Context: an optimization exercise on an open-source flow, tuned for small area. The choices shown serve that exercise and are no tape-out recipe.
Only simulation tests tie the RTL to the original design; equivalence was not proved.
No activity file was given, so power comes from the tool's default toggle rates.

==> v10 <==
// kof_top
module kof_top(input wire clk, input wire rst, input wire [3:0] btn, input wire ps2d, ps2c,
			input wire [7:0] sw, output wire [3:0] an, output wire [7:0] segment,
			output wire hsync, vsync, output wire [2:0] rgb);
	wire grst = rst | ~sw[0];           
	reg mod2;
	reg [9:0] hc, vc;
	reg hs, vs;
	wire h_end = (hc == 10'd799);
	wire v_end = (vc == 10'd524);
	always @(posedge clk)
		if (rst) begin
			mod2 <= 1'b0; hc <= 10'd0; vc <= 10'd0;
		end else begin
			mod2 <= ~mod2;
			if (mod2) hc <= h_end ? 10'd0 : hc + 10'd1;
			if (mod2 & h_end) vc <= v_end ? 10'd0 : vc + 10'd1;
		end
	always @(posedge clk) begin
		hs <= (hc >= 10'd656) && (hc <= 10'd751);
		vs <= (vc >= 10'd513) && (vc <= 10'd514);
	end
	assign hsync = hs;
	assign vsync = vs;
	wire video_on = (hc < 10'd640) && (vc < 10'd480);
	wire frame = (vc == 10'd481) && (hc == 10'd0) && ~mod2;
	reg [1:0] gs;
	reg over, timeout;
	wire gs_start = (gs == 2'd0);
	wire gs_run = (gs == 2'd1);
	always @(posedge clk)
		if (grst) gs <= 2'd0;
  ...
export LEC_CHECK = 0
export CAP_MARGIN = 20
export CORE_MARGIN = 2
export CORE_UTILIZATION = 60
export SLEW_MARGIN = 20
export SYNTH_MEMORY_MAX_BITS = 131072
create_clock -name core_clock -period 20.0 [get_ports {clk}]
standard.sh (not shown) runs the stock make flow with config.mk's settings and CLKGATE_MAP_FILE= SYNTH_SCRIPT=/design/flow/synth_recipe.tcl, a recipe that flattens the netlist after the stock synthesis.
==> flow/flow/run.sh <==
#!/bin/bash
# Standard synthesis; then the combinational logic is re-mapped for area with a stronger ABC
# script (registers, their names and cell types are kept): a few deepsyn seeds run in
# parallel, each result is mapped a few ways, and the smallest netlist is kept. Then the
# standard layout flow, with small port buffers and a clock tree without dummy loads.
set -euo pipefail
LIB=$FLOW_HOME/platforms/sky130hd/lib/sky130_fd_sc_hd__tt_025C_1v80.lib
RES=orfs/results/sky130hd/kof_top/base
T=${DEEPSYN_T:-300}
W=$PWD
bash standard.sh synth > synth.log 2>&1
cp $RES/1_2_yosys.v std_synth.v
python3 flow/mk_techmap.py $LIB > cells_comb.v
DU=$(sed -n '/DONT_USE_CELLS/,/^$/p' $FLOW_HOME/platforms/sky130hd/config.mk | grep -o "sky130_fd_sc_hd__[a-z0-9_]*" | sed 's/^/-dont_use /' | tr '\n' ' ')
remap() {  # remap NAME SCRIPT
  cat > remap_$1.ys <<EOS
read_liberty -lib $LIB
read_verilog std_synth.v
hierarchy -check -top kof_top
techmap -map cells_comb.v
techmap
opt -purge
abc -liberty $LIB $DU -script $2
splitnets
opt_clean -purge
hilomap -singleton -hicell sky130_fd_sc_hd__conb_1 HI -locell sky130_fd_sc_hd__conb_1 LO
insbuf -buf sky130_fd_sc_hd__buf_4 A X
opt_clean -purge
tee -o remap_stat_$1.txt stat -liberty $LIB
write_verilog -noattr -nohex -nodec remap_$1.v
EOS
  yosys -s remap_$1.ys > remap_$1.log 2>&1 || true
}
for S in 0 1 2 3; do
  printf 'strash\n&get -n\n&deepsyn -T %s -S %s\n&put\nwrite_blif %s/deep_%s.blif\ndch -f\namap\n' $T $S $W $S > s${S}_a.abc
  remap s${S}_a s${S}_a.abc &
done
wait
for S in 0 1 2 3; do
  printf 'read_blif %s/deep_%s.blif\nstrash\namap\n' $W $S > s${S}_b.abc
  printf 'read_blif %s/deep_%s.blif\nstrash\namap -F 5 -A 5\n' $W $S > s${S}_c.abc
  printf 'read_blif %s/deep_%s.blif\nstrash\ndch -f\namap -F 5 -A 5\n' $W $S > s${S}_d.abc
  for V in b c d; do remap s${S}_$V s${S}_$V.abc & done
done
wait
grep 'Chip area' remap_stat_*.txt > remap_areas.txt || true
BEST=$(for f in remap_stat_*.txt; do a=$(grep 'Chip area' $f | awk '{print $NF}'); n=${f#remap_stat_}; n=${n%.txt}; [ -n "$a" ] && [ -s remap_$n.v ] && echo "$a $n"; done | sort -g | head -1 | awk '{print $2}')
echo "best $BEST" >> remap_areas.txt
cp remap_$BEST.v $RES/1_2_yosys.v
rm -f $RES/1_synth.odb $RES/1_synth.sdc
bash standard.sh BUFFER_PORTS_ARGS="-buffer_cell sky130_fd_sc_hd__buf_1" \
  CTS_ARGS="-sink_clustering_enable -repair_clock_nets -dont_use_dummy_load -buf_list sky130_fd_sc_hd__clkbuf_8" finish > finish.log 2>&1
Other scripts of this flow, unchanged in this note and not shown: flow/flow/mk_techmap.py
==> v5 (differences from v10) <==
--- a/flow/design.v
+++ b/flow/design.v
@@ -3440,15 +3440,13 @@
 		else c1s <= {c1s[17:0], ~(c1s[18] ^ c1s[17])};
 	wire c1p = R[3] | (R[2] ? (b1L <= 4'd10) : (b1L == 4'd0));
 	wire c2p = R[1] | (R[0] ? (b2L <= 4'd10) : (b2L == 4'd0));
 	wire [3:0] b1 = pr ? 4'd15 : ~pdm ? b1L : c1p ? 4'd0 : R[2] ? b1L - 4'd10 : b1L;
 	wire [3:0] b2 = pr ? 4'd15 : ~pdm ? b2L : c2p ? 4'd0 : R[0] ? b2L - 4'd10 : b2L;
-	wire [3:0] b1v = pr ? 4'd15 : b1L;
-	wire [3:0] b2v = pr ? 4'd15 : b2L;
 	wire dmg = (hv == 3'd0);
-	wire c1 = (dmg & R[3]) | ((dmg & R[2]) ? (b1v <= 4'd10) : (b1v == 4'd0));
-	wire c2 = (dmg & R[1]) | ((dmg & R[0]) ? (b2v <= 4'd10) : (b2v == 4'd0));
+	wire c1 = (dmg & R[3]) | ((dmg & R[2]) ? (b1 <= 4'd10) : (b1 == 4'd0));
+	wire c2 = (dmg & R[1]) | ((dmg & R[0]) ? (b2 <= 4'd10) : (b2 == 4'd0));
 	always @(posedge clk) begin
 		pr <= greset;
 		pdec <= ~greset & gs_run & ~tzero & sec;
 		pdm <= ~greset & frame & gs_run & dmg;
 		t1L <= t1; t0L <= t0;
@@ -3621,12 +3619,12 @@
 	wire p1_vis = (q1 != 2'b11);
 	wire p2_vis = s_on && (q2 != 2'b11);
 	wire bar_y = (vc >= 10'd10) && (vc <= 10'd60);
 	wire p1bar = bar_y && (hc >= 10'd10) && (hc <= 10'd210);
 	wire p2bar = bar_y && (hc >= 10'd330) && (hc <= 10'd530);
-	wire red1 = (hc <= 10'd10 + {5'd0, b1v, 1'b0});
-	wire red2 = (hc >= 10'd530 - {5'd0, b2v, 1'b0});
+	wire red1 = (hc <= 10'd10 + {5'd0, b1, 1'b0});
+	wire red2 = (hc >= 10'd530 - {5'd0, b2, 1'b0});
 	wire ground = (vc >= 10'd444);
 	reg [2:0] grgb;
 	always @(*)
 		if (p1_vis) grgb = {q1[1], q1[0], q1[0]};
 		else if (p2_vis) grgb = {q2[1], q2[1], q2[0]};
@@ -3639,11 +3637,11 @@
 	wire br_start = gs_start && (Y5 == 5'd4) && (X5 >= 5'd5) && (X5 <= 5'd9);
 	wire br_go = (gs == 2'd3) && (Y5 == 5'd4) && (X5 >= 5'd4) && (X5 <= 5'd12);
 	wire br_to = (gs == 2'd2) && (Y5 == 5'd4) && (X5 >= 5'd4) && (X5 <= 5'd10);
 	wire br_win = gs[1] && (Y5 == 5'd6) && (X5 >= 5'd5) && (X5 <= 5'd10);
 	wire br_time = (Y5 == 5'd1) && (X5 >= 5'd7) && (X5 <= 5'd8);
-	wire p1wins = (b2v == 4'd0);
+	wire p1wins = (b2 == 4'd0);
 	wire txt = br_start | br_go | br_to | br_win | br_time;
 	wire txt_real = br_start | br_go | br_to | (br_win & p1wins) | br_time;
 	wire [7:0] c0row = 8'b00011000;
 	wire tb_start, tb_go, tb_to, tb_win, tb_dig;
 	txt_start u_ts(.x(X5), .r(vc[4:2]), .c(hc[4:2]), .q(tb_start));
==> flow/flow/run.sh (replaced) <==
#!/bin/bash
# Standard synthesis; then the combinational logic is re-mapped for area with a stronger ABC
# script (registers, their names and cell types are kept), trying a few ABC seeds in parallel
# and keeping the smallest; then the standard layout flow, with small port buffers and a
# clock tree without dummy loads.
set -euo pipefail
LIB=$FLOW_HOME/platforms/sky130hd/lib/sky130_fd_sc_hd__tt_025C_1v80.lib
RES=orfs/results/sky130hd/kof_top/base
T=${DEEPSYN_T:-300}
bash standard.sh synth > synth.log 2>&1
cp $RES/1_2_yosys.v std_synth.v
python3 flow/mk_techmap.py $LIB > cells_comb.v
DU=$(sed -n '/DONT_USE_CELLS/,/^$/p' $FLOW_HOME/platforms/sky130hd/config.mk | grep -o "sky130_fd_sc_hd__[a-z0-9_]*" | sed 's/^/-dont_use /' | tr '\n' ' ')
for S in 0 1 2 3; do
  cat > deep_$S.abc <<EOS
strash
&get -n
&deepsyn -T $T -S $S
&put
dch -f
amap
EOS
  cat > remap_$S.ys <<EOS
read_liberty -lib $LIB
read_verilog std_synth.v
hierarchy -check -top kof_top
techmap -map cells_comb.v
techmap
opt -purge
abc -liberty $LIB $DU -script deep_$S.abc
splitnets
opt_clean -purge
hilomap -singleton -hicell sky130_fd_sc_hd__conb_1 HI -locell sky130_fd_sc_hd__conb_1 LO
insbuf -buf sky130_fd_sc_hd__buf_4 A X
opt_clean -purge
tee -o remap_stat_$S.txt stat -liberty $LIB
write_verilog -noattr -nohex -nodec remap_$S.v
EOS
  yosys -s remap_$S.ys > remap_$S.log 2>&1 &
done
wait
BEST=$(for S in 0 1 2 3; do echo "$(grep 'Chip area' remap_stat_$S.txt | awk '{print $NF}') $S"; done | sort -g | head -1 | awk '{print $2}')
echo "areas:"; grep 'Chip area' remap_stat_*.txt; echo "best seed $BEST"
cp remap_$BEST.v $RES/1_2_yosys.v
rm -f $RES/1_synth.odb $RES/1_synth.sdc
bash standard.sh BUFFER_PORTS_ARGS="-buffer_cell sky130_fd_sc_hd__buf_1" \
  CTS_ARGS="-sink_clustering_enable -repair_clock_nets -dont_use_dummy_load" finish > finish.log 2>&1
==> v6 (differences from v10) <==
--- a/flow/design.v
+++ b/flow/design.v
@@ -3440,15 +3440,13 @@
 		else c1s <= {c1s[17:0], ~(c1s[18] ^ c1s[17])};
 	wire c1p = R[3] | (R[2] ? (b1L <= 4'd10) : (b1L == 4'd0));
 	wire c2p = R[1] | (R[0] ? (b2L <= 4'd10) : (b2L == 4'd0));
 	wire [3:0] b1 = pr ? 4'd15 : ~pdm ? b1L : c1p ? 4'd0 : R[2] ? b1L - 4'd10 : b1L;
 	wire [3:0] b2 = pr ? 4'd15 : ~pdm ? b2L : c2p ? 4'd0 : R[0] ? b2L - 4'd10 : b2L;
-	wire [3:0] b1v = pr ? 4'd15 : b1L;
-	wire [3:0] b2v = pr ? 4'd15 : b2L;
 	wire dmg = (hv == 3'd0);
-	wire c1 = (dmg & R[3]) | ((dmg & R[2]) ? (b1v <= 4'd10) : (b1v == 4'd0));
-	wire c2 = (dmg & R[1]) | ((dmg & R[0]) ? (b2v <= 4'd10) : (b2v == 4'd0));
+	wire c1 = (dmg & R[3]) | ((dmg & R[2]) ? (b1 <= 4'd10) : (b1 == 4'd0));
+	wire c2 = (dmg & R[1]) | ((dmg & R[0]) ? (b2 <= 4'd10) : (b2 == 4'd0));
 	always @(posedge clk) begin
 		pr <= greset;
 		pdec <= ~greset & gs_run & ~tzero & sec;
 		pdm <= ~greset & frame & gs_run & dmg;
 		t1L <= t1; t0L <= t0;
@@ -3621,12 +3619,12 @@
 	wire p1_vis = (q1 != 2'b11);
 	wire p2_vis = s_on && (q2 != 2'b11);
 	wire bar_y = (vc >= 10'd10) && (vc <= 10'd60);
 	wire p1bar = bar_y && (hc >= 10'd10) && (hc <= 10'd210);
 	wire p2bar = bar_y && (hc >= 10'd330) && (hc <= 10'd530);
-	wire red1 = (hc <= 10'd10 + {5'd0, b1v, 1'b0});
-	wire red2 = (hc >= 10'd530 - {5'd0, b2v, 1'b0});
+	wire red1 = (hc <= 10'd10 + {5'd0, b1, 1'b0});
+	wire red2 = (hc >= 10'd530 - {5'd0, b2, 1'b0});
 	wire ground = (vc >= 10'd444);
 	reg [2:0] grgb;
 	always @(*)
 		if (p1_vis) grgb = {q1[1], q1[0], q1[0]};
 		else if (p2_vis) grgb = {q2[1], q2[1], q2[0]};
@@ -3639,11 +3637,11 @@
 	wire br_start = gs_start && (Y5 == 5'd4) && (X5 >= 5'd5) && (X5 <= 5'd9);
 	wire br_go = (gs == 2'd3) && (Y5 == 5'd4) && (X5 >= 5'd4) && (X5 <= 5'd12);
 	wire br_to = (gs == 2'd2) && (Y5 == 5'd4) && (X5 >= 5'd4) && (X5 <= 5'd10);
 	wire br_win = gs[1] && (Y5 == 5'd6) && (X5 >= 5'd5) && (X5 <= 5'd10);
 	wire br_time = (Y5 == 5'd1) && (X5 >= 5'd7) && (X5 <= 5'd8);
-	wire p1wins = (b2v == 4'd0);
+	wire p1wins = (b2 == 4'd0);
 	wire txt = br_start | br_go | br_to | br_win | br_time;
 	wire txt_real = br_start | br_go | br_to | (br_win & p1wins) | br_time;
 	wire [7:0] c0row = 8'b00011000;
 	wire tb_start, tb_go, tb_to, tb_win, tb_dig;
 	txt_start u_ts(.x(X5), .r(vc[4:2]), .c(hc[4:2]), .q(tb_start));
==> qor summary <==
metric                                                                   v6               v5                  v10
Clock period minus final worst setup slack                          6.85 ns          7.31 ns              7.11 ns
Slowest library cell on the worst path                              dfxtp_1          o22ai_1              dfxtp_1
Via density per instance                                               6.57             6.50                 6.64
Source of the critical timing path                      cd[12]$_SDFFE_PP0P_  mod2$_SDFF_PP0_  cd[12]$_SDFFE_PP0P_
Most prevalent standard cell on the critical path                    nor2_1           nor2_1                    -
Final clock skew                                                  0.0280 ns        0.0258 ns            0.0376 ns
Worst reg2reg path depth                                                 32               27                   28
Portion of total power attributed to the clock network                33.7%            43.2%                34.0%
Fillers                                                                1260             1245                 1277
Fmax                                                                146 MHz          137 MHz              141 MHz
Synth Instances                                                        1190             1214                 1200
Final-layout worst hold slack                                      0.428 ns         0.415 ns             0.423 ns
Critical Path Max Stage Delay                                       0.46 ns          0.70 ns              0.46 ns
Dpl ws                                                             13.45 ns         13.28 ns             13.21 ns
Data arrival time of the critical path                              2.85 ns          7.60 ns              3.11 ns
Maximum fanout encountered on the critical timing path                    8               20                    8
Met2 Usage GRT                                                        54.8%            55.1%                54.2%
GRT Util Overall                                                      35.0%            35.1%                34.6%
Outcome                                                      finished clean   finished clean       finished clean
Multi-input logic cell count                                            848              896                  874
Leak Pwr                                                         0.00294 uW       0.00293 uW           0.00290 uW
Final std cells w/o fill                                               1418             1438                 1424

## static timing again, ports no longer ideal
The results above use ideal ports. As a check the final layouts listed here were re-extracted and re-timed, cells and wires unchanged.
Step 1, drivers: a clkbuf_16 drives clk and a buf_2 each remaining input, both assumed.
Step 2 times the ports against the registers' clock, not the clock port: input delays grow and output delays shrink by t, the midpoint of the rising clock arrivals with the driver on.
a / b / c = ideal / step 1 / step 2; a / b = the first two.
run | shift t [ns] | setup WS [ns] | latest minus earliest clock arrival (ns) | worst register clock-pin slew, ns | worst slew at a driven data input, ns
v10 | 0.490 | 12.894 / 12.856 / 12.906 | 0.040 / 0.040 | 0.10 / 0.10 | 0.03
v5 | 0.463 | 12.687 / 12.687 / 12.687 | 0.030 / 0.030 | 0.07 / 0.07 | 0.03
v6 | 0.488 | 13.145 / 13.105 / 13.153 | 0.030 / 0.030 | 0.09 / 0.09 | 0.03
After both steps setup and hold are still met in every run listed.
